Context: an optimization exercise on an open-source flow, tuned for small area, a short achievable clock period and few clock cycles. The choices shown serve that exercise and are no tape-out recipe.
Only simulation tests tie the RTL to the original design; equivalence was not proved.

--- config.mk ---
export PLATFORM = sky130hd
export DESIGN_NAME = vendingMachine
export DESIGN_NICKNAME = vendingMachine
export VERILOG_FILES = /design/flow/design.v
export SDC_FILE = /design/flow/constraint.sdc
export NUM_CORES = 4
export LEC_CHECK = 0
export ABC_AREA = 1
export CAP_MARGIN = 20
export CORE_MARGIN = 2
export CORE_UTILIZATION = 40
export SLEW_MARGIN = 20
--- constraint.sdc ---
create_clock -name core_clock -period 6.0 [get_ports {clk}]
set_input_delay 1.2000 -clock core_clock [delete_from_list [all_inputs] [get_ports {clk}]]
set_output_delay 1.2000 -clock core_clock [all_outputs]
set_load 0.01 [all_outputs]
--- design.v ---
module vendingMachine(
   clk,
   reset,
   coinInA,
   coinInB,
   coinInC,
   coinInD,
   itemTypeIn,
   itemNumberIn,
   forceIn,
   coinOutA,
   coinOutB,
   coinOutC,
   coinOutD,
   itemTypeOut,
   itemNumberOut,
   serviceTypeOut
);
input          clk;
input          reset;
input  [5:0]   coinInA;
input  [5:0]   coinInB;
input  [5:0]   coinInC;
input  [5:0]   coinInD;
input  [1:0]   itemTypeIn;
input  [2:0]   itemNumberIn;
input          forceIn;
output [5:0]   coinOutA;
output [5:0]   coinOutB;
output [5:0]   coinOutC;
output [5:0]   coinOutD;
output [1:0]   itemTypeOut;
output [2:0]   itemNumberOut;
output [1:0]   serviceTypeOut;
reg            busy;              
reg            first;             
reg    [5:0]   countA, countB, countC, countD;   
reg    [9:0]   s5;                
reg    [2:0]   r;                 
reg    [2:0]   num;               
reg    [1:0]   typ;
reg            frc;
function [4:0] cost5;             
   input [1:0] t;
   case (t)
      2'd0: cost5 = 5'd3;
      2'd1: cost5 = 5'd5;
      2'd2: cost5 = 5'd15;
      default: cost5 = 5'd20;
   endcase
endfunction
wire [3:0]  dq;                   
wire [2:0]  r0;                   
assign dq[0] = (~coinInD[4] & ~coinInD[3] & coinInD[2] & coinInD[0]) | (~coinInD[4] & ~coinInD[3] & coinInD[2] & coinInD[1]) | (~coinInD[5] & ~coinInD[4] & coinInD[3] & ~coinInD[2] & ~coinInD[1]) | (~coinInD[4] & coinInD[2] & coinInD[1] & coinInD[0]) | (~coinInD[5] & coinInD[4] & coinInD[3] & coinInD[2] & ~coinInD[1]) | (coinInD[5] & ~coinInD[4] & ~coinInD[3] & coinInD[1] & coinInD[0]) | (coinInD[5] & ~coinInD[4] & ~coinInD[3] & coinInD[2]) | (coinInD[5] & ~coinInD[4] & coinInD[2] & coinInD[0]) | (coinInD[5] & ~coinInD[4] & coinInD[2] & coinInD[1]) | (coinInD[5] & ~coinInD[3] & coinInD[2] & coinInD[1] & coinInD[0]) | (coinInD[4] & coinInD[3] & ~coinInD[2] & coinInD[1]) | (~coinInD[5] & coinInD[4] & ~coinInD[3] & ~coinInD[2]) | (coinInD[5] & coinInD[4] & ~coinInD[2] & ~coinInD[1]) | (~coinInD[5] & coinInD[4] & ~coinInD[2] & coinInD[0]);
assign dq[1] = (~coinInD[5] & ~coinInD[4] & coinInD[3] & coinInD[1]) | (~coinInD[5] & ~coinInD[4] & coinInD[3] & coinInD[2]) | (~coinInD[5] & coinInD[4] & ~coinInD[3] & ~coinInD[2]) | (~coinInD[5] & coinInD[3] & coinInD[2] & coinInD[1]) | (coinInD[5] & ~coinInD[4] & ~coinInD[3]) | (coinInD[5] & ~coinInD[3] & coinInD[2]) | (coinInD[5] & coinInD[4] & coinInD[3] & ~coinInD[2]) | (coinInD[5] & ~coinInD[3] & coinInD[1]);
assign dq[2] = (~coinInD[5] & coinInD[4] & coinInD[2]) | (~coinInD[5] & coinInD[4] & coinInD[3]) | (coinInD[5] & ~coinInD[4] & ~coinInD[3]) | (coinInD[4] & coinInD[3] & coinInD[2]);
assign dq[3] = (coinInD[5] & coinInD[3]) | (coinInD[5] & coinInD[4]);
assign r0[0] = (~coinInD[4] & ~coinInD[3] & coinInD[2] & coinInD[1] & ~coinInD[0]) | (~coinInD[5] & ~coinInD[4] & coinInD[3] & ~coinInD[2] & ~coinInD[1] & ~coinInD[0]) | (~coinInD[5] & ~coinInD[4] & coinInD[3] & coinInD[2] & ~coinInD[1] & coinInD[0]) | (~coinInD[5] & coinInD[4] & coinInD[3] & coinInD[2] & ~coinInD[1] & ~coinInD[0]) | (coinInD[5] & ~coinInD[4] & ~coinInD[3] & coinInD[2] & ~coinInD[0]) | (coinInD[5] & ~coinInD[4] & coinInD[2] & coinInD[1] & ~coinInD[0]) | (coinInD[5] & coinInD[4] & ~coinInD[3] & ~coinInD[2] & coinInD[1] & coinInD[0]) | (~coinInD[5] & ~coinInD[4] & ~coinInD[3] & ~coinInD[2] & coinInD[0]) | (coinInD[4] & ~coinInD[3] & ~coinInD[2] & ~coinInD[1] & ~coinInD[0]) | (coinInD[5] & ~coinInD[4] & coinInD[3] & ~coinInD[2] & coinInD[0]) | (coinInD[4] & coinInD[3] & coinInD[2] & coinInD[1] & coinInD[0]) | (~coinInD[5] & coinInD[4] & ~coinInD[3] & coinInD[2] & coinInD[0]) | (coinInD[5] & coinInD[4] & coinInD[3] & ~coinInD[2] & ~coinInD[0]) | (~coinInD[5] & coinInD[4] & ~coinInD[2] & coinInD[1] & ~coinInD[0]) | (coinInD[5] & coinInD[4] & coinInD[2] & ~coinInD[1] & coinInD[0]) | (~coinInD[4] & ~coinInD[3] & ~coinInD[2] & ~coinInD[1] & coinInD[0]) | (~coinInD[5] & ~coinInD[4] & ~coinInD[2] & coinInD[1] & coinInD[0]);
assign r0[1] = (~coinInD[5] & ~coinInD[4] & coinInD[3] & ~coinInD[1] & ~coinInD[0]) | (~coinInD[5] & ~coinInD[4] & coinInD[3] & coinInD[2] & ~coinInD[1]) | (~coinInD[5] & coinInD[4] & ~coinInD[3] & ~coinInD[2] & ~coinInD[1] & coinInD[0]) | (~coinInD[5] & coinInD[4] & coinInD[3] & ~coinInD[2] & coinInD[1] & coinInD[0]) | (~coinInD[5] & coinInD[3] & coinInD[2] & ~coinInD[1] & ~coinInD[0]) | (coinInD[5] & ~coinInD[4] & ~coinInD[3] & coinInD[2] & coinInD[1] & ~coinInD[0]) | (coinInD[5] & coinInD[4] & coinInD[3] & ~coinInD[2] & ~coinInD[1] & coinInD[0]) | (coinInD[5] & coinInD[3] & ~coinInD[2] & coinInD[1] & ~coinInD[0]) | (~coinInD[5] & ~coinInD[4] & ~coinInD[3] & coinInD[1] & coinInD[0]) | (coinInD[5] & coinInD[4] & ~coinInD[3] & ~coinInD[1] & ~coinInD[0]) | (~coinInD[5] & ~coinInD[3] & ~coinInD[2] & coinInD[1] & ~coinInD[0]) | (coinInD[5] & coinInD[3] & coinInD[2] & coinInD[1] & coinInD[0]) | (coinInD[5] & ~coinInD[3] & coinInD[2] & ~coinInD[1] & coinInD[0]) | (coinInD[5] & ~coinInD[4] & ~coinInD[3] & ~coinInD[2] & ~coinInD[1]) | (~coinInD[5] & coinInD[4] & ~coinInD[3] & coinInD[2] & coinInD[1]) | (coinInD[5] & coinInD[4] & coinInD[3] & coinInD[1] & ~coinInD[0]) | (coinInD[5] & ~coinInD[4] & coinInD[3] & coinInD[1] & coinInD[0]);
assign r0[2] = (coinInD[5] & ~coinInD[4] & ~coinInD[3] & ~coinInD[2] & coinInD[1] & ~coinInD[0]) | (~coinInD[5] & ~coinInD[4] & ~coinInD[3] & coinInD[2] & ~coinInD[1] & ~coinInD[0]) | (coinInD[5] & ~coinInD[4] & ~coinInD[3] & coinInD[2] & coinInD[1] & coinInD[0]) | (~coinInD[5] & ~coinInD[4] & coinInD[3] & ~coinInD[2] & ~coinInD[1] & coinInD[0]) | (coinInD[5] & ~coinInD[4] & coinInD[3] & coinInD[2] & ~coinInD[1] & ~coinInD[0]) | (~coinInD[5] & ~coinInD[4] & coinInD[3] & coinInD[2] & coinInD[1] & ~coinInD[0]) | (coinInD[5] & coinInD[4] & ~coinInD[3] & ~coinInD[2] & ~coinInD[1] & coinInD[0]) | (~coinInD[5] & coinInD[4] & ~coinInD[3] & ~coinInD[2] & coinInD[1] & coinInD[0]) | (coinInD[5] & coinInD[4] & ~coinInD[3] & coinInD[2] & coinInD[1] & ~coinInD[0]) | (~coinInD[5] & coinInD[4] & coinInD[3] & ~coinInD[2] & ~coinInD[1] & ~coinInD[0]) | (coinInD[5] & coinInD[4] & coinInD[3] & ~coinInD[2] & coinInD[1] & coinInD[0]) | (~coinInD[5] & coinInD[4] & coinInD[3] & coinInD[2] & ~coinInD[1] & coinInD[0]);
wire [7:0]  kn;                   
assign kn[0] = (~itemTypeIn[1] & itemNumberIn[0]) | (~itemTypeIn[0] & itemNumberIn[0]);
assign kn[1] = (~itemTypeIn[0] & ~itemNumberIn[1] & itemNumberIn[0]) | (~itemTypeIn[1] & itemTypeIn[0] & itemNumberIn[1]) | (~itemTypeIn[0] & itemNumberIn[1] & ~itemNumberIn[0]);
assign kn[2] = (~itemTypeIn[0] & ~itemNumberIn[2] & itemNumberIn[1] & ~itemNumberIn[0]) | (~itemTypeIn[1] & ~itemTypeIn[0] & itemNumberIn[2] & itemNumberIn[0]) | (itemTypeIn[0] & ~itemNumberIn[2] & itemNumberIn[0]) | (~itemTypeIn[1] & itemTypeIn[0] & itemNumberIn[2] & ~itemNumberIn[0]) | (itemTypeIn[1] & ~itemNumberIn[2] & itemNumberIn[0]) | (~itemTypeIn[0] & itemNumberIn[2] & ~itemNumberIn[1] & ~itemNumberIn[0]) | (itemTypeIn[1] & itemTypeIn[0] & itemNumberIn[0]);
assign kn[3] = (~itemNumberIn[2] & itemNumberIn[1] & itemNumberIn[0]) | (~itemTypeIn[0] & itemNumberIn[2] & ~itemNumberIn[1]) | (~itemTypeIn[1] & itemNumberIn[2] & ~itemNumberIn[1] & itemNumberIn[0]) | (itemTypeIn[0] & itemNumberIn[1] & ~itemNumberIn[0]) | (itemTypeIn[1] & ~itemTypeIn[0] & itemNumberIn[0]) | (itemTypeIn[1] & itemNumberIn[1]);
assign kn[4] = (~itemTypeIn[1] & ~itemTypeIn[0] & itemNumberIn[2] & itemNumberIn[1]) | (~itemTypeIn[1] & itemTypeIn[0] & itemNumberIn[2] & ~itemNumberIn[1]) | (itemTypeIn[1] & ~itemTypeIn[0] & itemNumberIn[1] & ~itemNumberIn[0]) | (itemTypeIn[1] & itemNumberIn[2] & ~itemNumberIn[0]) | (itemTypeIn[1] & itemTypeIn[0] & ~itemNumberIn[2] & itemNumberIn[0]) | (itemNumberIn[2] & itemNumberIn[1] & ~itemNumberIn[0]);
assign kn[5] = (~itemTypeIn[1] & itemTypeIn[0] & itemNumberIn[2] & itemNumberIn[1] & itemNumberIn[0]) | (itemTypeIn[1] & ~itemTypeIn[0] & itemNumberIn[2] & ~itemNumberIn[1] & ~itemNumberIn[0]) | (itemTypeIn[1] & ~itemTypeIn[0] & itemNumberIn[1] & itemNumberIn[0]) | (itemTypeIn[1] & itemTypeIn[0] & itemNumberIn[2] & ~itemNumberIn[1] & itemNumberIn[0]) | (itemTypeIn[1] & itemTypeIn[0] & itemNumberIn[1] & ~itemNumberIn[0]) | (itemTypeIn[1] & ~itemNumberIn[2] & itemNumberIn[1] & itemNumberIn[0]);
assign kn[6] = (itemTypeIn[1] & ~itemTypeIn[0] & itemNumberIn[2] & itemNumberIn[0]) | (itemTypeIn[1] & itemTypeIn[0] & itemNumberIn[2] & ~itemNumberIn[1]) | (itemTypeIn[1] & itemNumberIn[2] & itemNumberIn[1] & ~itemNumberIn[0]);
assign kn[7] = (itemTypeIn[1] & itemTypeIn[0] & itemNumberIn[2] & itemNumberIn[1] & itemNumberIn[0]);
wire [9:0]  v5   = {coinInA, 3'b0} + {3'b0, coinInA, 1'b0} + {3'b0, coinInB, 1'b0}
                 + {4'b0, coinInC} + {6'b0, dq};
wire [10:0] ev   = {1'b0, busy ? s5 : v5} + (busy ? {6'b0, cost5(typ)} : ~{3'b0, kn})
                 + {10'b0, ~busy};
wire        enough = ~ev[10];
reg  [5:0]  ge;
reg  [7:0]  th [1:6];
integer j;
always @* begin
   for (j = 1; j < 7; j = j + 1) begin
      case (itemTypeIn)
         2'd0: th[j] = j * 3;
         2'd1: th[j] = j * 5;
         2'd2: th[j] = j * 15;
         default: th[j] = j * 20;
      endcase
      ge[j-1] = (v5[9:8] != 2'b0) | (v5[7:0] >= th[j]);
   end
end
wire [6:0]  e    = {ge[5], ge[5:1] ^ ge[4:0], ~ge[0]};
wire [2:0]  nf   = {e[4] | e[5] | e[6], e[2] | e[3] | e[6], e[1] | e[3] | e[5]};
reg  [4:0]  sF;
integer k;
always @* begin
   sF = e[0] ? v5[4:0] : 5'd0;
   for (k = 1; k < 7; k = k + 1)
      sF = sF | ({5{e[k]}} & (v5[4:0] - th[k][4:0]));
end
wire [9:0]  s50  = enough ? ev[9:0] : forceIn ? {5'b0, sF} : v5;
wire [2:0]  num0 = enough ? itemNumberIn : forceIn ? nf : 3'd0;
wire [5:0]  fs   = {2'b0, s5[3:0]} + {2'b0, s5[7:4]} + {4'b0, s5[9:8]};
wire [2:0]  sm5;
assign sm5[0] = (~fs[4] & ~fs[3] & ~fs[2] & fs[0]) | (~fs[4] & ~fs[3] & fs[2] & fs[1] & ~fs[0]) | (~fs[4] & fs[3] & ~fs[2] & ~fs[1] & ~fs[0]) | (~fs[4] & ~fs[2] & fs[1] & fs[0]) | (~fs[4] & fs[3] & fs[2] & ~fs[1] & fs[0]) | (fs[4] & ~fs[3] & ~fs[2] & ~fs[0]) | (fs[4] & ~fs[3] & fs[2] & fs[0]) | (fs[4] & ~fs[2] & fs[1] & ~fs[0]) | (fs[4] & fs[3] & fs[2] & ~fs[1] & ~fs[0]) | (fs[4] & fs[2] & fs[1] & fs[0]);
assign sm5[1] = (fs[5]) | (~fs[4] & fs[3] & ~fs[1] & ~fs[0]) | (~fs[4] & fs[3] & fs[2] & ~fs[1]) | (fs[4] & ~fs[3] & ~fs[2] & ~fs[1] & fs[0]) | (fs[4] & fs[3] & ~fs[2] & fs[1] & fs[0]) | (fs[3] & fs[2] & ~fs[1] & ~fs[0]) | (~fs[4] & ~fs[3] & ~fs[2] & fs[1]) | (fs[4] & ~fs[3] & fs[1] & ~fs[0]) | (~fs[3] & fs[2] & fs[1] & fs[0]);
assign sm5[2] = (~fs[4] & ~fs[3] & fs[2] & ~fs[1] & ~fs[0]) | (~fs[4] & fs[3] & ~fs[2] & ~fs[1] & fs[0]) | (~fs[4] & fs[3] & fs[2] & fs[1] & ~fs[0]) | (fs[4] & ~fs[3] & ~fs[2] & fs[1] & fs[0]) | (fs[4] & fs[3] & ~fs[2] & ~fs[1] & ~fs[0]) | (fs[4] & fs[3] & fs[2] & ~fs[1] & fs[0]);
wire        b    = s5[0];
wire [3:0]  y    = {1'b0, sm5} + ((sm5[0] ^ b) ? 4'd5 : 4'd0);
wire [2:0]  m    = y[3:1];
wire [7:0]  p77  = s5[7:0] + {s5[5:0], 2'b0} + {s5[4:0], 3'b0} + {s5[1:0], 6'b0};
wire [7:0]  y77;
assign y77[0] = (y[0]);
assign y77[1] = (y[1]);
assign y77[2] = (~y[2] & y[0]) | (y[2] & ~y[0]);
assign y77[3] = (~y[3] & ~y[2] & ~y[1] & y[0]) | (y[1] & ~y[0]) | (y[2] & y[1]) | (y[3] & ~y[0]);
assign y77[4] = (y[3] & y[0]) | (~y[2] & y[1] & ~y[0]) | (y[2] & ~y[1] & ~y[0]) | (y[2] & y[1] & y[0]);
assign y77[5] = (y[3]) | (~y[2] & y[1] & y[0]) | (y[2] & ~y[1] & ~y[0]);
assign y77[6] = (y[3] & ~y[0]) | (~y[3] & ~y[2] & y[0]) | (y[2] & y[1] & ~y[0]);
assign y77[7] = (~y[2] & y[1]) | (y[2] & ~y[1] & y[0]) | (y[1] & ~y[0]) | (y[3] & y[0]);
wire [7:0]  a2   = p77 - y77;
wire [6:0]  a    = a2[7:1];
wire [10:0] r1x  = {1'b0, s5} - {2'b0, countA, 3'b0} - {4'b0, countA, 1'b0};
wire        exA  = ~r1x[10] & (r1x[9:0] >= 10'd10);
wire        rbig = r1x[9:8] != 2'b0;                          
wire [7:0]  rr   = exA ? r1x[7:0] : {4'b0, y};
wire [7:0]  u0   = {1'b0, countB, 1'b0} + {2'b0, countC};
wire [5:0]  dmr  = countD - {3'b0, r};
wire        rok  = countD >= {3'b0, r};
wire [3:0]  dq5;
assign dq5[0] = (~dmr[4] & ~dmr[3] & dmr[2] & dmr[0]) | (~dmr[4] & ~dmr[3] & dmr[2] & dmr[1]) | (~dmr[5] & ~dmr[4] & dmr[3] & ~dmr[2] & ~dmr[1]) | (~dmr[4] & dmr[2] & dmr[1] & dmr[0]) | (~dmr[5] & dmr[4] & dmr[3] & dmr[2] & ~dmr[1]) | (dmr[5] & ~dmr[4] & ~dmr[3] & dmr[1] & dmr[0]) | (dmr[5] & ~dmr[4] & ~dmr[3] & dmr[2]) | (dmr[5] & ~dmr[4] & dmr[2] & dmr[0]) | (dmr[5] & ~dmr[4] & dmr[2] & dmr[1]) | (dmr[5] & ~dmr[3] & dmr[2] & dmr[1] & dmr[0]) | (dmr[4] & dmr[3] & ~dmr[2] & dmr[1]) | (~dmr[5] & dmr[4] & ~dmr[3] & ~dmr[2]) | (dmr[5] & dmr[4] & ~dmr[2] & ~dmr[1]) | (~dmr[5] & dmr[4] & ~dmr[2] & dmr[0]);
assign dq5[1] = (~dmr[5] & ~dmr[4] & dmr[3] & dmr[1]) | (~dmr[5] & ~dmr[4] & dmr[3] & dmr[2]) | (~dmr[5] & dmr[4] & ~dmr[3] & ~dmr[2]) | (~dmr[5] & dmr[3] & dmr[2] & dmr[1]) | (dmr[5] & ~dmr[4] & ~dmr[3]) | (dmr[5] & ~dmr[3] & dmr[2]) | (dmr[5] & dmr[4] & dmr[3] & ~dmr[2]) | (dmr[5] & ~dmr[3] & dmr[1]);
assign dq5[2] = (~dmr[5] & dmr[4] & dmr[2]) | (~dmr[5] & dmr[4] & dmr[3]) | (dmr[5] & ~dmr[4] & ~dmr[3]) | (dmr[4] & dmr[3] & dmr[2]);
assign dq5[3] = (dmr[5] & dmr[3]) | (dmr[5] & dmr[4]);
wire [7:0]  uq   = u0 + {4'b0, dq5};
wire        bA   = r1x[7:0] >= {1'b0, countB, 1'b0} + 8'd2;
wire        bN   = {4'b0, y} >= {1'b0, countB, 1'b0} + 8'd2;
wire        cA_  = r1x[7:0] > u0;
wire        cN   = {4'b0, y} > u0;
wire        qA   = r1x[7:0] <= uq;
wire        qN   = {4'b0, y} <= uq;
wire        exB  = exA ? bA : bN;
wire        c0   = b & (countC == 6'd0);                      
wire        exC  = exB ? (exA ? cA_ : cN) : c0;
wire        okq  = exB ? (exA ? qA & ~rbig : qN) : ~(c0 & (dq5 == 4'd0));
wire        ok   = rok & okq & (first | frc | (num == 3'd0));
wire [7:0]  e2   = rr - {1'b0, countB, 1'b0};                 
wire [3:0]  qlo  = rr[3:0] - u0[3:0];                         
wire [5:0]  kq   = {qlo, 2'b0} + {2'b0, qlo} + {3'b0, r};
wire [5:0]  kD   = ~exC ? {3'b0, r} : exB ? kq : {3'b0, r} + 6'd5;
wire [5:0]  kA   = exA ? countA : a[5:0];
wire [5:0]  kB   = exB ? countB : rr[6:1];
wire [5:0]  kC   = exC ? countC : exB ? e2[5:0] : {5'b0, b};
wire [6:0]  tA   = {1'b0, countA} + {1'b0, coinInA};
wire [6:0]  tB   = {1'b0, countB} + {1'b0, coinInB};
wire [6:0]  tC   = {1'b0, countC} + {1'b0, coinInC};
wire [6:0]  tD   = {1'b0, countD} + {1'b0, coinInD};
wire [5:0]  pA   = exA ? 6'd0 : countA - a[5:0];
wire [5:0]  pB   = exB ? 6'd0 : countB - rr[6:1];
wire [5:0]  pC   = exC ? 6'd0 : countC - (exB ? e2[5:0] : {5'b0, b});
wire [5:0]  pD   = countD - kD;
wire [5:0]  nA   = busy ? pA : tA[6] ? 6'd63 : tA[5:0];
wire [5:0]  nB   = busy ? pB : tB[6] ? 6'd63 : tB[5:0];
wire [5:0]  nC   = busy ? pC : tC[6] ? 6'd63 : tC[5:0];
wire [5:0]  nD   = busy ? pD : tD[6] ? 6'd63 : tD[5:0];
always @(posedge clk) begin
   if (!reset) begin
      busy   <= 1'b0;
      countA <= 6'd5;
      countB <= 6'd30;
      countC <= 6'd10;
      countD <= 6'd20;
   end
   else if (!busy) begin
      if (itemNumberIn != 3'd0) begin
         busy   <= 1'b1;
         first  <= 1'b1;
         countA <= nA;
         countB <= nB;
         countC <= nC;
         countD <= nD;
         s5     <= s50;
         r      <= r0;
         num    <= num0;
         typ    <= itemTypeIn;
         frc    <= forceIn;
      end
   end
   else if (ok) begin
      busy   <= 1'b0;
      countA <= nA;
      countB <= nB;
      countC <= nC;
      countD <= nD;
   end
   else begin
      first  <= 1'b0;
      num    <= num - 3'd1;
      s5     <= ev[9:0];
   end
end
assign coinOutA       = kA;
assign coinOutB       = kB;
assign coinOutC       = kC;
assign coinOutD       = kD;
assign itemTypeOut    = typ;
assign itemNumberOut  = num;
assign serviceTypeOut = !busy ? 2'b01 : ok ? 2'b00 : 2'b10;
endmodule
--- flow/run.sh ---
#!/bin/bash
# The standard layout, with these changes:
# - synthesis leaves adders to ABC as plain gates instead of mapping them
#   to the full/half-adder cells;
# - each port gets a buf_2 as its buffer.
set -euo pipefail
here=$(pwd)
mkdir -p scripts
for f in "$FLOW_HOME"/scripts/*; do ln -sf "$f" scripts/; done
rm -f scripts/abc_area.script
cp flow/abc_area.script scripts/abc_area.script
bash standard.sh ADDER_MAP_FILE= SCRIPTS_DIR="$here/scripts" "BUFFER_PORTS_ARGS=-buffer_cell sky130_fd_sc_hd__buf_2" finish > flow_make.log 2>&1
--- flow/abc_area.script ---
strash
&get -n
&deepsyn -J 5 -S 1
&put
balance
balance -l
resub -K 6 -l
rewrite -l
resub -K 6 -N 2 -l
refactor -l
resub -K 8 -l
balance -l
resub -K 8 -N 2 -l
rewrite -l
resub -K 10 -l
rewrite -z -l
resub -K 10 -N 2 -l
balance -l
resub -K 12 -l
refactor -z -l
resub -K 12 -N 2 -l
rewrite -z -l
balance -l
dch -f
map -B 0.9
topo
stime -c
buffer -c
upsize -c
dnsize -c
--- standard.sh ---
#!/bin/bash
# synth_recipe.tcl (not shown) runs the flow's synth.tcl, then flattens the netlist and writes it again
# the make line also repeats each setting of config.mk as NAME=value (left out here)
make -C /OpenROAD-flow-scripts/flow DESIGN_CONFIG=/design/flow/config.mk WORK_HOME=/design/flow/orfs CLKGATE_MAP_FILE= SYNTH_SCRIPT=/design/flow/synth_recipe.tcl "${@:-finish}"
==> results of run 1 <==
## worst max-delay path by stage
stage / endpoint / slack, ns / depth (start not counted)
after floorplan: s5[3]$_DFFE_PP_ / 1.29 / 32
after global placement: coinOutD[3] / 0.47 / 28
after detailed placement: coinOutD[3] / 0.48 / 28
after CTS: coinOutD[3] / 0.11 / 28
after global routing: coinOutD[3] / -0.03 / 34
final: coinOutC[5] / 0.28 / 30
## timing repair
action | CTS | global route
setup endpoints to repair | 0 | 10
setup buffers | 0 | 19
gates resized for setup | 0 | 9
## cells in the final DEF (no fill, tap or decap), types with 9 or more instances in the layout
master and n:
a21oi_1 52, buf_2 62, buf_4 31, dfxtp_1 24, edfxtp_1 20, inv_1 195
inv_2 28, nand2_1 510, nand2_2 48, nand3_1 121, nand3_2 19, nand4_1 21
nor2_1 130, nor3_1 12, o211ai_1 9, o21ai_0 118, o21ai_1 36, o21ai_2 9
o22ai_1 9, or2_1 9, or2_2 17, xnor2_1 26, xor2_1 50
## registers in the layout (all words and copies together), names as in the netlist, 2 cells and up
register and count:
r 3, countC 6, countB 6, typ 2
s5 10, num 3, countD 6, countA 6
## stage by stage
stage          std cells  utilization (%)  setup slack, ns  setup TNS [ns]
6_report            1965             45.1            0.279               0
3_5_place_dp        1937             43.5            0.483               0
4_1_cts             1945             44.2            0.106               0
3_3_place_gp        1937             43.5            0.470               0
5_1_grt             1964             45.1          -0.0313         -0.0607
2_1_floorplan       1626                -             1.29               0
## worst min-delay path, delay by kind of cell (launching register included)
family	cells	cell delay (ns)
flip-flops	1	0.35
AND/OR/NAND/NOR	2	0.12
## cell families after synthesis
logic type               count (synthesis)
AND/OR/NAND/NOR                        930
AO/OA/AOI/OAI                          291
buffers and inverters                  271
XOR/XNOR                                86
flip-flops                              45
adder cells (fa/ha/maj)                  3
## routing by layer
layer | track usage, % | vias up | share of wire, %
met3 | 3.55 | 61 | 6.8
met5 | 0 | - | 0.046
met4 | 7.21 | 2 | 2.6
li1 | - | 5382 | -
met1 | 34.7 | 4722 | 47
met2 | 40.2 | 354 | 44
## final cells by class
class,instances,area [um2]
antenna,1,2.50
clock buffer,5,125
clock inverter,3,28.8
fill,2393,12100
inverter,228,863
multi-input combinational,1310,6880
sequential,45,1100
tap,280,350
timing repair buffer,93,543
==> run_results.csv, run 1 <==
group,metric,value,unit
global_route,grt_overflow,0,
detailed_routing,post-route-drc-count,0,
clocking,insertion_delay,0.31,ns
sta,clock-skew-final,0.0134,ns
setup_path,depth_of_the_most_critical_reg_to_reg_path,31,
synthesis,yosys_warnings,2,
detailed_routing,routed-via-count,10521,
detailed_routing,routedWlPerCell,15.4,um
run_status,outcome,"no timing/DRC/antenna violations",
die,core_area,0.0220,mm2
synthesis,synth-main-ff-cell,"dfxtp_1",
synthesis,yosys_register_bits,45,
clocking,htree_num_levels,2,
sta,period_needed,5.72,ns
run,max_cap_viol_count,0,
synthesis,post_synth_num_cell_types,70,
synthesis,synthesis.area,0.00902,mm2
detailed_routing,drt_first_iter_violations,909,
clocking,cts_sinks,45,
setup_path,crit_family,"simple AND/OR/NAND/NOR gates",
synthesis,synth_compound_gate_area_share,19.0,%
synthesis,syn_area_per_cell,5.54,um2
die,dieArea,0.0238,mm2
setup_path,reg2reg_setup_slack,1.06,ns
detailed_routing,firstDrtPassIters,6,
detailed_routing,antenna_left,0,
global_route,grt_pass1_vias,9328,
setup_path,critPathArrivalTime,4.52,ns
setup_path,crit_end_element,"primary output",
place,portBuffers,62,
hold_path,min_delay_path_depth,2,
setup_path,setup.worst_path.start_class,"register",
die,fp.dieH,154,um
sta,final_hold_viol_count,0,
die,num_io_pins,63,
synthesis,syn-instance-count,1626,
detailed_routing,drt-vias-per-instance,5.35,
die,die_x,154,um
clocking,cts-buffers-inserted,5,
synthesis,async_flop_share,0,%
synthesis,synth.top_cells.by_count,"510 x nand2_1, 195 x inv_1, 130 x nor2_1",
clocking,clk_pin_slew,0.07,ns
place,placement.cell_area,0.00955,mm2
setup_path,regToRegEndpoint,"countC[3]$_SDFFE_PN1P_",
sta,slew-limit-headroom,54.7,%
clocking,postCtsHoldBufs,0,
setup_path,cpMaxStageDelayCell,"edfxtp_1",
global_route,grt_antenna_before_repair,2,
sta,top_achievable_clock_speed,0.175,GHz
sta,post_route_fraction_of_the_period_consumed_by_the_critical_path,95.3,%
die,placementRows,54,
setup_path,path_buf_inv,4,
clocking,clockRootBuffer,"clkbuf_16",
final_layout,area.growth.synth_to_final,9.78,%
synthesis,combinational_family_with_the_most_area_after_synthesis,"simple AND/OR/NAND/NOR gates",
setup_path,max_fanout_on_critical_path,6,
place,gpl.final_weighted_congestion,0.962,
sta,final-max-slew-violation-count,0,
clocking,tritoncts_clock_tree,"done",
final_layout,finish.net_count,1715,
setup_path,regToRegStartpoint,"s5[1]$_DFFE_PP_",
hold_path,hold_start,"countA[5]$_SDFFE_PN0P_",
synthesis,syn-num-nets,1658,
synthesis,synth.top_cell.area_share,21.2,%
synthesis,synthDominantAreaCellType,"nand2_1",
synthesis,synth_simple_gate_area_share,47.3,%
detailed_routing,finalWirelength,30200,um
global_route,grt_pass1_wl,47800,um
place,place_hpwl,24300,um
global_route,grt_max_degree,44,
setup_path,crit_path_max_incr_delay,0.54,ns
clocking,clock_tree.buffer_depth,2,
final_layout,post-route-cell-area,0.00990,mm2
synthesis,yosys-top-cells-area,"nand2_1 21%, inv_1 8.1%, nand3_1 6.7%, edfxtp_1 6.7%, o21ai_0 6.6%",
setup_path,cp.required,4.80,ns
setup_path,kind_of_critical_path,"reg -> out",
hold_path,min_path_type,"reg -> reg",
synthesis,synth_fa_ha_area_share,0.333,%
synthesis,xor_and_xnor_area_share_after_synthesis,9.23,%
hold_path,hold_path_end,"countA[5]$_SDFFE_PN0P_",
global_route,track_usage,25.0,%
final_layout,post_route_cells_drive_above_1_share,16.4,%
sta,finalSetupViolCount,0,
synthesis,synth_most_common_cell,"nand2_1",
synthesis,synth-edff-count,20,
die,floorplan.initialDensity,41.1,%
sta,hold_ws,0.509,ns
setup_path,startpoint,"s5[1]$_DFFE_PP_",
sta,tightest_slew,0.676,ns
synthesis,synth_mux_area_share,0,%
synthesis,seq_total_area_yosys,12.2,%
Testbench counts, summed over its fixed seeds: cycles 15,992.
==> run 2, diff against run 1 <==
--- a/flow/abc_area.script
+++ b/flow/abc_area.script
@@ -21,8 +21,8 @@
 resub -K 12 -N 2 -l
 rewrite -z -l
 balance -l
-dch -f
-map -B 0.9
+dch
+map
 topo
 stime -c
 buffer -c
==> run 2 against run 1 <==
Effect of this change: still clean on timing, DRC and antenna; setup slack lost 0.15 ns; worst hold slack improved by 0.048 ns; non-clock buffer count grew 29; clock skew is 0.0030 ns higher; via count up 7.3%; die area hardly changed; sequential share of layout area shrank 0.78 points; area after synthesis hardly changed; critical path depth down 8; global-route usage grew 2.6 points; count of clock-buffer cells in the layout stayed put; register-to-register slack got worse by 0.42 ns; critical path type unchanged; critical endpoint is now coinOutD[5].
==> run_results.csv, run 2 <==
group,metric,value,unit
detailed_routing,finalWirelength,34600,um
synthesis,synth-main-ff-cell,"dfxtp_1",
global_route,grt_overflow,0,
global_route,track_usage,27.5,%
setup_path,kind_of_critical_path,"reg -> out",
run,max_cap_viol_count,0,
hold_path,min_delay_path_depth,1,
synthesis,syn-instance-count,1604,
detailed_routing,firstDrtPassIters,6,
synthesis,post_synth_num_cell_types,85,
die,placementRows,54,
synthesis,seq_total_area_yosys,12.2,%
place,place_hpwl,27800,um
sta,worst_slack,0.126,ns
setup_path,regToRegEndpoint,"countD[4]$_SDFFE_PN1P_",
final_layout,antenna_cells_inserted,0,
die,num_io_pins,63,
sta,top_achievable_clock_speed,0.170,GHz
sta,timing.setup.tns,0,ns
die,floorplan.initialDensity,41.0,%
clocking,htree_num_levels,2,
global_route,grt_antenna_before_repair,0,
final_layout,mostFrequentLayoutCell,"nand2_1",
global_route,grt_pass1_vias,10035,
sta,clock-skew-final,0.0164,ns
sta,final_hold_viol_count,0,
final_layout,finish.net_count,1731,
clocking,clock_tree.buffer_depth,2,
final_layout,final_cell_mix,"365 x nand2_1, 237 x nor2_1, 197 x inv_1",
clocking,insertion_delay,0.32,ns
die,dieArea,0.0237,mm2
detailed_routing,routed-via-count,11287,
synthesis,synth_compound_gate_area_share,31.7,%
synthesis,synth.top_cell.area_share,15.9,%
die,fp.dieH,154,um
setup_path,cp.required,4.80,ns
synthesis,synthesis.area,0.00901,mm2
hold_path,min_path_type,"reg -> reg",
run_status,outcome,"no timing/DRC/antenna violations",
sta,finalSetupViolCount,0,
detailed_routing,routedWlPerCell,17.5,um
global_route,grt_pass1_wl,52700,um
sta,tightest_slew,0.953,ns
sta,post_route_fraction_of_the_period_consumed_by_the_critical_path,97.9,%
detailed_routing,post-route-drc-count,0,
hold_path,hold_path_end,"countD[2]$_SDFFE_PN1P_",
synthesis,yosys_warnings,2,
synthesis,synth_mux_area_share,0,%
final_layout,area.growth.synth_to_final,18.0,%
detailed_routing,drt_first_iter_violations,1008,
setup_path,depth_of_the_most_critical_reg_to_reg_path,22,
place,gpl.final_weighted_congestion,0.989,
final_layout,post-route-cell-area,0.0106,mm2
clocking,clockRootBuffer,"clkbuf_16",
clocking,cts-buffers-inserted,5,
setup_path,reg2reg_setup_slack,0.64,ns
synthesis,synth-edff-count,20,
detailed_routing,drt-vias-per-instance,5.70,
clocking,postCtsHoldBufs,0,
final_layout,largest_register,"s5",
synthesis,yosys_register_bits,45,
place,portBuffers,62,
sta,setup_repair_after_global_routing_missed_its_margin,"true",
setup_path,regToRegStartpoint,"s5[9]$_DFFE_PP_",
die,die_x,154,um
final_layout,flip_flop_count_of_the_largest_register_after_layout,10,
synthesis,synthDominantAreaCellType,"nand2_1",
global_route,grt_max_degree,39,
synthesis,synth.top_cells.by_count,"381 x nand2_1, 243 x nor2_1, 200 x inv_1",
synthesis,synth_fa_ha_area_share,0.111,%
place,placement.cell_area,0.00973,mm2
clocking,tritoncts_clock_tree,"done",
synthesis,syn_area_per_cell,5.62,um2
synthesis,syn-num-nets,1636,
synthesis,yosys-top-cells-area,"nand2_1 16%, nor2_1 10%, inv_1 8.3%, edfxtp_1 6.7%, a21oi_1 6.4%",
synthesis,xor_and_xnor_area_share_after_synthesis,6.86,%
sta,slew-limit-headroom,35.6,%
synthesis,synth_most_common_cell,"nand2_1",
final_layout,post_route_cells_drive_above_1_share,16.2,%
hold_path,hold_start,"countD[2]$_SDFFE_PN1P_",
setup_path,setup.worst_path.start_class,"register",
synthesis,combinational_family_with_the_most_area_after_synthesis,"simple AND/OR/NAND/NOR gates",
final_layout,fin_cells,1980,
clocking,cts_sinks,45,
place,dp.cells,1942,
sta,period_needed,5.87,ns
sta,final-max-slew-violation-count,0,
die,core_area,0.0220,mm2
place,dp_worst_setup_slack,0.221,ns
synthesis,async_flop_share,0,%
detailed_routing,antenna_left,0,
clocking,clk_pin_slew,0.08,ns
final_layout,fillCellCount,2394,
setup_path,critPathArrivalTime,4.67,ns
setup_path,crit_end_element,"primary output",
setup_path,max_fanout_on_critical_path,7,
synthesis,synth_simple_gate_area_share,38.5,%
-- run 2: cell type report --
| type | instances | area (um2) | area share (%) |
|---|---|---|---|
| clock buffers | 5 | 125 | 1.18 |
| multi-input cells | 1316 | 7450 | 70.1 |
| clock inverters | 3 | 47.5 | 0.447 |
| inverters | 209 | 785 | 7.38 |
| well taps | 280 | 350 | 3.30 |
| repair buffers | 122 | 771 | 7.25 |
| flip-flops and latches | 45 | 1100 | 10.4 |
-- run 2: cells by family (layout without fill, tap and decap cells) --
kind of cell             after synthesis  in the layout
AO/OA/AOI/OAI                        428            428
XOR/XNOR                              69             69
adder cells (fa/ha/maj)                1              1
buffers and inverters                243            339
flip-flops                            45             45
AND/OR/NAND/NOR                      818            818
-- run 2: metal layers --
| layer | up-vias | global-route usage, % | wire length, um |
|---|---|---|---|
| met5 | - | 0 | 0 |
| met4 | 0 | 6.50 | 737 |
| met3 | 51 | 2.14 | 2540 |
| met2 | 439 | 46.7 | 15800 |
| met1 | 5174 | 38.0 | 15500 |
| li1 | 5623 | - | - |
-- run 2: worst max-delay path by stage --
stage | from | endpoint | slack (ns) | depth (start not counted)
final | s5[9]$_DFFE_PP_ | coinOutD[5] | 0.13 | 22
after global routing | s5[9]$_DFFE_PP_ | coinOutD[5] | -0.12 | 24
after CTS | s5[9]$_DFFE_PP_ | coinOutA[5] | 0.006 | 22
after detailed placement | s5[0]$_DFFE_PP_ | coinOutA[5] | 0.22 | 23
after global placement | coinInD[5] | s5[1]$_DFFE_PP_ | 0.34 | 30
after floorplan | s5[1]$_DFFE_PP_ | coinOutA[5] | 0.91 | 22
-- run 2: per-stage QoR --
| stage | util, % | hold WS, ns |
|---|---|---|
| floorplan | - | 0.514 |
| global placement | 44.3 | 0.536 |
| detailed placement | 44.3 | 0.537 |
| CTS | 45.2 | 0.549 |
| global route | 48.4 | 0.572 |
| finish | 48.4 | 0.557 |
-- run 2: worst max-delay path: stages, from the launching register on --
cell and delay [ns]:
edfxtp_1 0.48, nor2_4 0.20, nand3b_1 0.22, a21oi_4 0.11, o311ai_4 0.39, nand3_4 0.24, a21oi_4 0.23, nand3b_1 0.20
buf_4 0.22, a31oi_4 0.20, o211ai_4 0.17, a31oi_4 0.34, buf_4 0.19, nand2_2 0.07, nand3_2 0.11, nand2_2 0.09
o21ai_4 0.09, nand3_2 0.10, and3_1 0.21, a21oi_1 0.17, nor2_1 0.09, nor2_1 0.11, buf_2 0.13
-- run 2: timing repair --
item / CTS / global route
setup buffers: 3 / 27
pin swaps: 0 / 37
resized for setup: 1 / 103
setup endpoints to repair: 3 / 15
==> run 3, diff against run 2 <==
--- a/flow/abc_area.script
+++ b/flow/abc_area.script
@@ -22,7 +22,7 @@
 rewrite -z -l
 balance -l
 dch
-map
+map -B 2
 topo
 stime -c
 buffer -c
==> run 3 against run 2 <==
Effect of this change: the layout now fails its checks (negative setup slack); critical path type unchanged; fmax fell by 2.2%; global-route usage fell by 2.8 points; die area fell by 1.1%; count of clock-buffer cells in the layout increased by 1; critical path depth up 20; non-clock buffer count increased by 27; flip-flop and latch count is the same; register-to-register slack got worse by 0.31 ns.
==> run_results.csv, run 3 <==
group,metric,value,unit
setup_path,cpMaxStageDelayCell,"edfxtp_1",
place,gpl.final_weighted_congestion,0.931,
clocking,insertion_delay,0.32,ns
sta,clock-skew-final,0.0125,ns
die,die_x,153,um
die,placementRows,54,
global_route,grt_overflow,0,
sta,final_hold_viol_count,0,
final_layout,final_cell_mix,"617 x nand2_1, 232 x inv_1, 151 x nor2_1",
hold_path,hold_start,"countD[3]$_SDFFE_PN0P_",
final_layout,post_route_cells_drive_above_1_share,19.3,%
synthesis,yosys_register_bits,45,
synthesis,synth-main-ff-cell,"dfxtp_1",
place,place_hpwl,24300,um
synthesis,syn-instance-count,1739,
run_status,outcome,"finished with violations",
setup_path,regToRegStartpoint,"s5[1]$_DFFE_PP_",
synthesis,yosys_warnings,2,
setup_path,max_fanout_on_critical_path,6,
global_route,grt_pass1_vias,9462,
detailed_routing,antenna_left,0,
synthesis,synthDominantAreaCellType,"nand2_1",
synthesis,synth.top_cells.by_count,"655 x nand2_1, 239 x inv_1, 164 x nor2_1",
sta,period_needed,6.01,ns
sta,hold_ws,0.551,ns
setup_path,critPathArrivalTime,4.81,ns
final_layout,largest_register,"s5",
synthesis,synth.top_cell.area_share,27.6,%
global_route,track_usage,24.8,%
place,portBuffers,62,
sta,final-max-slew-violation-count,0,
sta,post_route_fraction_of_the_period_consumed_by_the_critical_path,100,%
final_layout,regArea,0.00110,mm2
clocking,cts-buffers-inserted,5,
setup_path,crit_end_element,"primary output",
final_layout,flip_flop_count_of_the_largest_register_after_layout,10,
setup_path,kind_of_critical_path,"reg -> out",
synthesis,syn-num-nets,1771,
hold_path,min_path_type,"reg -> reg",
clocking,tritoncts_clock_tree,"done",
detailed_routing,drt-vias-per-instance,5.12,
synthesis,syn_area_per_cell,5.12,um2
detailed_routing,drt_first_iter_violations,789,
global_route,grt_pass1_wl,47500,um
final_layout,multiInputGateArea,0.00706,mm2
final_layout,area.growth.synth_to_final,20.6,%
synthesis,yosys-top-cells-area,"nand2_1 28%, inv_1 10%, o21ai_0 8.9%, nor2_1 6.9%, edfxtp_1 6.7%",
setup_path,cp.required,4.80,ns
synthesis,post_synth_num_cell_types,51,
clocking,clockRootBuffer,"clkbuf_16",
setup_path,reg2reg_setup_slack,0.33,ns
die,core_area,0.0218,mm2
sta,slew-limit-headroom,49.4,%
hold_path,min_delay_path_depth,2,
clocking,postCtsHoldBufs,0,
sta,setup_repair_after_global_routing_missed_its_margin,"true",
setup_path,crit_path_max_incr_delay,0.53,ns
setup_path,crit_family,"simple AND/OR/NAND/NOR gates",
detailed_routing,firstDrtPassIters,6,
synthesis,synthesis.area,0.00891,mm2
synthesis,async_flop_share,0,%
setup_path,cp_common_cell,"nand2_4",
run_status,violatedChecks,"negative setup slack",
final_layout,fillCellCount,2382,
sta,tightest_slew,0.740,ns
synthesis,synth-edff-count,20,
setup_path,depth_of_the_most_critical_reg_to_reg_path,64,
global_route,grt_antenna_before_repair,3,
die,num_io_pins,63,
clocking,cts_sinks,45,
final_layout,finish.net_count,1897,
clocking,clk_pin_slew,0.08,ns
setup_path,regToRegEndpoint,"countD[5]$_SDFFE_PN0P_",
die,dieArea,0.0235,mm2
die,fp.dieH,153,um
sta,worst_slack,-0.00505,ns
die,floorplan.initialDensity,40.8,%
synthesis,synth_most_common_cell,"nand2_1",
detailed_routing,post-route-drc-count,0,
detailed_routing,routed-via-count,10985,
clocking,clock_tree.buffer_depth,2,
run,max_cap_viol_count,0,
detailed_routing,routedWlPerCell,14.4,um
detailed_routing,finalWirelength,30900,um
setup_path,setup.worst_path.start_class,"register",
clocking,htree_num_levels,2,
setup_path,path_buf_inv,10,
sta,finalSetupViolCount,1,
final_layout,mostFrequentLayoutCell,"nand2_1",
global_route,grt_max_degree,32,
sta,top_achievable_clock_speed,0.167,GHz
synthesis,seq_total_area_yosys,12.4,%
sta,timing.setup.tns,-0.00505,ns
hold_path,hold_path_end,"countD[3]$_SDFFE_PN0P_",
-- run 3: final cells by class --
class,instances,area share [%]
repair buffers,149,9.38
clock buffers,6,1.40
well taps,280,3.26
diodes,1,0.0233
inverters,277,9.86
multi-input cells,1387,65.6
flip-flops and latches,45,10.2
clock inverters,2,0.186
-- run 3: stage by stage --
stage | utilization [%] | worst slack, ns | cells | instance area, um2
2_1_floorplan | - | 0.703 | 1739 | 8910
3_3_place_gp | 44.0 | 0.0102 | 2077 | 9600
3_5_place_dp | 44.0 | -0.0348 | 2077 | 9600
4_1_cts | 45.3 | -0.0215 | 2093 | 9880
5_1_grt | 49.2 | -0.390 | 2146 | 10700
6_report | 49.2 | -0.00505 | 2147 | 10700
-- run 3: worst max path at each step --
| stage | from | to | cells after the start |
|---|---|---|---|
| floorplan | coinInD[5] | s5[1]$_DFFE_PP_ | 34 |
| global placement | s5[1]$_DFFE_PP_ | coinOutA[5] | 40 |
| detailed placement | s5[1]$_DFFE_PP_ | coinOutA[5] | 41 |
| CTS | s5[1]$_DFFE_PP_ | coinOutA[5] | 40 |
| global route | s5[1]$_DFFE_PP_ | coinOutA[5] | 41 |
| finish | s5[1]$_DFFE_PP_ | coinOutD[2] | 42 |
-- run 3: per-layer routing --
metal | vias to the layer above | GRT usage (%) | routed length, um | share of wire, %
li1 | 5667 | - | - | -
met1 | 4899 | 33.4 | 13900 | 45
met2 | 356 | 40.5 | 13900 | 45
met3 | 61 | 3.97 | 2090 | 6.8
met4 | 2 | 7.94 | 925 | 3.0
met5 | - | 0 | 13 | 0.042
-- run 3: cells by family (layout without fill, tap and decap cells) --
family	count (synthesis)	count (layout)	synth area share, %
AND/OR/NAND/NOR	1036	1038	49.0
buffers and inverters	309	434	13.8
AO/OA/AOI/OAI	260	260	15.8
XOR/XNOR	85	85	8.61
flip-flops	45	45	12.4
adder cells (fa/ha/maj)	3	3	0.337
multiplexers	1	1	0.126
other	0	1	0
-- run 3: worst register-to-register path, delay by kind of cell, from the launching register on --
| family | cells | cell delay, ns |
|---|---|---|
| and+or+nand+nor | 47 | 3.59 |
| buffers and inverters | 14 | 1.06 |
| DFF | 1 | 0.53 |
| xor gates and xnor gates | 2 | 0.32 |
| AOI/OAI and AO/OA | 1 | 0.07 |
-- run 3: timing repair --
action                     in CTS  in global routing
gates cloned                    0                  2
resized for setup              14                137
setup endpoints to repair       9                 40
setup buffers                   8                 51
pin swaps                       2                 55
==> run 4, diff against run 3 <==
--- a/flow/abc_area.script
+++ b/flow/abc_area.script
@@ -22,7 +22,7 @@
 rewrite -z -l
 balance -l
 dch
-map -B 2
+map -B 0.9
 topo
 stime -c
 buffer -c
==> run 4 against run 3 <==
Effect of this change: now clean on timing, DRC and antenna; non-clock buffer count decreased by 68; setup slack improved by 0.42 ns; global-route usage about the same; count of clock-buffer cells in the layout decreased by 1.
==> run_results.csv, run 4 <==
group,metric,value,unit
detailed_routing,finalWirelength,30100,um
clocking,clockRootBuffer,"clkbuf_16",
clocking,tritoncts_clock_tree,"done",
final_layout,finish.net_count,1703,
global_route,grt_pass1_wl,47900,um
synthesis,async_flop_share,0,%
sta,hold_ws,0.598,ns
die,dieArea,0.0236,mm2
global_route,grt_pass1_vias,9235,
sta,slew-limit-headroom,35.5,%
synthesis,seq_total_area_yosys,12.3,%
setup_path,critPathArrivalTime,4.38,ns
clocking,htree_num_levels,2,
detailed_routing,firstDrtPassIters,5,
clocking,cts-buffers-inserted,5,
sta,final-max-slew-violation-count,0,
final_layout,post_route_cells_drive_above_1_share,14.9,%
sta,tightest_slew,0.964,ns
sta,period_needed,5.58,ns
setup_path,max_fanout_on_critical_path,16,
final_layout,final_cell_mix,"514 x nand2_1, 195 x inv_1, 135 x nor2_1",
sta,setup_repair_after_global_routing_missed_its_margin,"true",
synthesis,yosys-top-cells-area,"nand2_1 22%, inv_1 8.2%, edfxtp_1 6.7%, nand3_1 6.7%, o21ai_0 5.8%",
setup_path,crit_path_max_incr_delay,0.54,ns
detailed_routing,post-route-drc-count,0,
clocking,clk_pin_slew,0.07,ns
sta,final_hold_viol_count,0,
clocking,cts_sinks,45,
run_status,outcome,"no timing/DRC/antenna violations",
clocking,postCtsHoldBufs,0,
synthesis,synthDominantAreaCellType,"nand2_1",
synthesis,synth-edff-count,20,
sta,finalSetupViolCount,0,
place,placement.cell_area,0.00946,mm2
place,gpl.final_weighted_congestion,0.965,
setup_path,crit_end_element,"primary output",
clocking,insertion_delay,0.30,ns
global_route,track_usage,24.8,%
die,fp.dieH,154,um
synthesis,syn_area_per_cell,5.51,um2
synthesis,synth-main-ff-cell,"dfxtp_1",
setup_path,cpMaxStageDelayCell,"edfxtp_1",
synthesis,synthesis.area,0.00896,mm2
sta,top_achievable_clock_speed,0.179,GHz
final_layout,mostFrequentLayoutCell,"nand2_1",
final_layout,flip_flop_count_of_the_largest_register_after_layout,10,
clocking,clock_tree.buffer_depth,2,
detailed_routing,routed-via-count,10427,
die,num_io_pins,63,
final_layout,fillCellCount,2458,
detailed_routing,routedWlPerCell,15.4,um
final_layout,area.growth.synth_to_final,8.32,%
place,place_hpwl,24600,um
setup_path,setup.worst_path.start_class,"register",
global_route,grt_overflow,0,
synthesis,synth_most_common_cell,"nand2_1",
die,die_x,154,um
setup_path,kind_of_critical_path,"reg -> out",
final_layout,post-route-cell-area,0.00971,mm2
synthesis,synth.top_cell.area_share,21.6,%
global_route,grt_antenna_before_repair,2,
die,core_area,0.0219,mm2
die,floorplan.initialDensity,41.0,%
setup_path,cp_common_cell,"nand2_1",
final_layout,largest_register,"s5",
setup_path,cp.required,4.80,ns
die,placementRows,54,
run,max_cap_viol_count,0,
synthesis,syn-num-nets,1659,
synthesis,yosys_warnings,2,
detailed_routing,drt-vias-per-instance,5.34,
synthesis,synth.top_cells.by_count,"516 x nand2_1, 196 x inv_1, 136 x nor2_1",
final_layout,antenna_cells_inserted,0,
hold_path,min_path_type,"reg -> reg",
sta,post_route_fraction_of_the_period_consumed_by_the_critical_path,93.1,%
global_route,grt_max_degree,46,
detailed_routing,antenna_left,0,
detailed_routing,drt_first_iter_violations,937,
synthesis,yosys_register_bits,45,
place,portBuffers,62,
synthesis,syn-instance-count,1627,
synthesis,post_synth_num_cell_types,69,
sta,clock-skew-final,0.0103,ns
-- run 4: changes by cell type after synthesis, sizes merged, moves of 9 or more --
cell	delta
inv	-44
o21ai	-14
nand3	+26
nor3	+10
nand4	+16
o211ai	+9
buf	+11
nor2	-32
nand2	-137
-- run 4: what timing repair did --
item,4_1_cts,5_1_grt
gates resized for setup,0,7
setup buffers,0,11
endpoints found under the setup margin,0,10
-- run 4: kinds of logic (layout without fill, tap and decap cells) --
family | after synthesis | in the layout | synth area share (%)
buffers and inverters | 275 | 320 | 12.3
xor gates and xnor gates | 92 | 92 | 9.66
DFF | 45 | 45 | 12.3
and+or+nand+nor | 927 | 927 | 46.5
adders and majority gates | 3 | 3 | 0.335
AOI/OAI and AO/OA | 285 | 285 | 18.9
-- run 4: through the flow --
stage | setup slack (ns) | cells | setup TNS, ns | utilization, %
after floorplan | 1.24 | 1627 | 0 | -
after global placement | 0.434 | 1933 | 0 | 43.2
final | 0.416 | 1952 | 0 | 44.4
after global routing | -0.0623 | 1952 | -0.0669 | 44.4
after CTS | 0.207 | 1941 | 0 | 43.9
after detailed placement | 0.398 | 1933 | 0 | 43.2
-- run 4: layout make-up --
class	instances	area [um2]	area share, %
sequential	45	1100	11.4
multi-input combinational	1307	6790	69.9
clock buffer	5	125	1.29
clock inverter	3	17.5	0.180
tap	280	350	3.61
inverter	231	875	9.01
timing repair buffer	81	453	4.66
-- run 4: per-layer routing --
layer	wire, um	GRT usage [%]	up-vias
met2	13800	41.1	356
met1	13700	33.8	4656
met3	1830	2.68	60
li1	-	-	5351
met5	27	0	-
met4	775	7.99	4
-- run 4: final timing paths --
| kind | start | end | slack (ns) | cells after the start |
|---|---|---|---|---|
| min reg2reg | countD[2]$_SDFFE_PN1P_ | countD[2]$_SDFFE_PN1P_ | 0.60 | 2 |
| max | s5[2]$_DFFE_PP_ | coinOutC[5] | 0.42 | 29 |
| min | countD[2]$_SDFFE_PN1P_ | countD[2]$_SDFFE_PN1P_ | 0.60 | 2 |
| max reg2reg | r[1]$_DFFE_PP_ | countB[4]$_SDFFE_PN1P_ | 0.96 | 37 |
-- run 4: worst max-delay path: cells and delay by family, from the launching register on --
family | cells | cell delay [ns]
compound gates | 6 | 0.91
buf+inv | 4 | 0.64
flops | 1 | 0.54
simple gates | 19 | 1.96
==> run 5, diff against run 4 <==
--- a/config.mk
+++ b/config.mk
@@ -9,4 +9,6 @@
 export CAP_MARGIN = 20
 export CORE_MARGIN = 2
 export CORE_UTILIZATION = 40
+export CTS_CLUSTER_DIAMETER = 300
+export CTS_CLUSTER_SIZE = 64
 export SLEW_MARGIN = 20
==> run 5 against run 4 <==
Effect of this change: first-iteration DRC count unchanged; critical path depth unchanged; global-route usage is the same; design area unchanged; via count unchanged; setup slack is the same; area after synthesis unchanged; fmax stayed put; count of clock-buffer cells in the layout unchanged; register-to-register slack barely moved; utilization unchanged; critical path type unchanged; highest routed layer unchanged.
==> run_results.csv, run 5 <==
group,metric,value,unit
run_status,outcome,"no timing/DRC/antenna violations",
setup_path,max_fanout_on_critical_path,16,
final_layout,finish.net_count,1703,
run,max_cap_viol_count,0,
detailed_routing,routed-via-count,10427,
sta,top_achievable_clock_speed,0.179,GHz
setup_path,cp_common_cell,"nand2_1",
setup_path,reg2reg_setup_slack,0.96,ns
detailed_routing,drt-vias-per-instance,5.34,
die,dieArea,0.0236,mm2
sta,timing.setup.tns,0,ns
global_route,grt_pass1_vias,9235,
sta,final-max-slew-violation-count,0,
sta,hold_ws,0.598,ns
setup_path,cpMaxStageDelayCell,"edfxtp_1",
die,fp.dieH,154,um
setup_path,setup.worst_path.start_class,"register",
synthesis,synth-edff-count,20,
global_route,grt_max_degree,46,
place,dp_worst_setup_slack,0.398,ns
synthesis,async_flop_share,0,%
final_layout,multiInputGateArea,0.00679,mm2
final_layout,post-route-cell-area,0.00971,mm2
global_route,grt_antenna_before_repair,2,
place,gpl.final_weighted_congestion,0.965,
clocking,cts-buffers-inserted,5,
final_layout,area.growth.synth_to_final,8.32,%
global_route,track_usage,24.8,%
sta,clock-skew-final,0.0103,ns
place,portBuffers,62,
synthesis,synthesis.area,0.00896,mm2
synthesis,synthDominantAreaCellType,"nand2_1",
clocking,tritoncts_clock_tree,"done",
setup_path,critical_path_endpoint,"coinOutC[5]",
sta,finalSetupViolCount,0,
final_layout,flip_flop_count_of_the_largest_register_after_layout,10,
place,place_hpwl,24600,um
die,floorplan.initialDensity,41.0,%
synthesis,synth_most_common_cell,"nand2_1",
setup_path,regToRegStartpoint,"r[1]$_DFFE_PP_",
synthesis,syn_area_per_cell,5.51,um2
die,die_x,154,um
clocking,clock_tree.buffer_depth,2,
detailed_routing,finalWirelength,30100,um
final_layout,post_route_cells_drive_above_1_share,14.9,%
final_layout,regArea,0.00110,mm2
synthesis,yosys-top-cells-area,"nand2_1 22%, inv_1 8.2%, edfxtp_1 6.7%, nand3_1 6.7%, o21ai_0 5.8%",
clocking,postCtsHoldBufs,0,
place,dp.cells,1933,
sta,final_hold_viol_count,0,
sta,worst_slack,0.416,ns
global_route,grt_pass1_wl,47900,um
clocking,clk_pin_slew,0.07,ns
final_layout,final_cell_mix,"514 x nand2_1, 195 x inv_1, 135 x nor2_1",
sta,post_route_fraction_of_the_period_consumed_by_the_critical_path,93.1,%
die,num_io_pins,63,
synthesis,syn-num-nets,1659,
final_layout,fillCellCount,2458,
global_route,grt_overflow,0,
sta,slew-limit-headroom,35.5,%
sta,setup_repair_after_global_routing_missed_its_margin,"true",
sta,tightest_slew,0.964,ns
synthesis,yosys_warnings,2,
setup_path,depth_of_the_most_critical_reg_to_reg_path,37,
hold_path,min_path_type,"reg -> reg",
sta,period_needed,5.58,ns
synthesis,syn-instance-count,1627,
final_layout,mostFrequentLayoutCell,"nand2_1",
place,placement.cell_area,0.00946,mm2
detailed_routing,routedWlPerCell,15.4,um
final_layout,largest_register,"s5",
die,core_area,0.0219,mm2
synthesis,seq_total_area_yosys,12.3,%
setup_path,crit_path_max_incr_delay,0.54,ns
synthesis,synth-main-ff-cell,"dfxtp_1",
detailed_routing,firstDrtPassIters,5,
final_layout,fin_cells,1952,
clocking,htree_num_levels,2,
clocking,clockRootBuffer,"clkbuf_16",
setup_path,startpoint,"s5[2]$_DFFE_PP_",
detailed_routing,antenna_left,0,
clocking,cts_sinks,45,
setup_path,regToRegEndpoint,"countB[4]$_SDFFE_PN1P_",
clocking,insertion_delay,0.30,ns
die,placementRows,54,
detailed_routing,drt_first_iter_violations,937,
final_layout,antenna_cells_inserted,0,
detailed_routing,post-route-drc-count,0,
setup_path,cp.required,4.80,ns
synthesis,post_synth_num_cell_types,69,
setup_path,crit_end_element,"primary output",
setup_path,critPathArrivalTime,4.38,ns
synthesis,synth.top_cell.area_share,21.6,%
synthesis,yosys_register_bits,45,
setup_path,kind_of_critical_path,"reg -> out",
synthesis,synth.top_cells.by_count,"516 x nand2_1, 196 x inv_1, 136 x nor2_1",
-- run 5: per-layer routing --
layer  share of wire [%]  GRT usage, %
met4                 2.6          7.99
met2                  46          41.1
met5               0.090             0
met3                 6.1          2.68
met1                  46          33.8
-- run 5: worst min-delay path by stage --
stage	cells after the start	from	slack, ns	endpoint
after floorplan	2	countC[0]$_SDFFE_PN0P_	0.52	countC[0]$_SDFFE_PN0P_
after detailed placement	2	countC[0]$_SDFFE_PN0P_	0.59	countC[0]$_SDFFE_PN0P_
after CTS	2	countC[0]$_SDFFE_PN0P_	0.60	countC[0]$_SDFFE_PN0P_
final	2	countD[2]$_SDFFE_PN1P_	0.60	countD[2]$_SDFFE_PN1P_
after global routing	2	countC[0]$_SDFFE_PN0P_	0.63	countC[0]$_SDFFE_PN0P_
after global placement	2	countC[0]$_SDFFE_PN0P_	0.58	countC[0]$_SDFFE_PN0P_
-- run 5: critical path, delay by kind of cell (launching register included) --
kind,cells,cell delay (ns)
flip-flops,1,0.54
AO/OA/AOI/OAI,6,0.91
buffers and inverters,4,0.64
AND/OR/NAND/NOR,19,1.96
-- run 5: layout make-up --
type | instances | share of cell area (%)
Timing Repair Buffer | 81 | 4.66
Inverter | 231 | 9.01
Sequential cell | 45 | 11.4
Tap cell | 280 | 3.61
Clock inverter | 3 | 0.180
Multi-Input combinational cell | 1307 | 69.9
Clock buffer | 5 | 1.29
-- run 5: logic make-up (layout without fill, tap and decap cells) --
| family | after synthesis | after routing | synth area share [%] |
|---|---|---|---|
| compound gates | 285 | 285 | 18.9 |
| xor+xnor | 92 | 92 | 9.66 |
| fa+ha+maj | 3 | 3 | 0.335 |
| buf+inv | 275 | 320 | 12.3 |
| flops | 45 | 45 | 12.3 |
| simple gates | 927 | 927 | 46.5 |
-- run 5: stage by stage --
stage	utilization (%)
after floorplan	-
after global placement	43.2
after detailed placement	43.2
after CTS	43.9
after global routing	44.4
final	44.4
-- run 5: repair_timing --
item                       in CTS  in global routing
buffers inserted                0                 11
setup endpoints to repair       0                 10
resized for setup               0                  7

## what the ideal ports hide
In the flow no input, the clock included, has a driving cell. The finished layouts below were timed again as built, in two steps. Step 1 (the two cells are an assumption about what drives the block):
set clk [get_ports {clk}]
set_driving_cell -lib_cell sky130_fd_sc_hd__clkbuf_16 $clk
set_driving_cell -lib_cell sky130_fd_sc_hd__buf_2 [delete_from_list [all_inputs] $clk]
Step 2, shift: input delay + t, output delay - t, t = (earliest + latest rising clock arrival at the registers) / 2. This alone moves slack from input paths to output paths. Slacks: ideal ports / drivers / drivers and shift; pairs: ideal ports / drivers.
run	t, ns	setup WS [ns]	worst register clock-pin slew, ns
run 1	0.350	0.279 / 0.236 / 0.458	0.08 / 0.08
run 2	0.344	0.126 / 0.090 / 0.146	0.08 / 0.08
run 3	0.354	-0.005 / -0.048 / 0.255	0.08 / 0.08
run 4	0.335	0.416 / 0.376 / 0.345	0.08 / 0.08
run 5	0.335	0.416 / 0.376 / 0.345	0.08 / 0.08
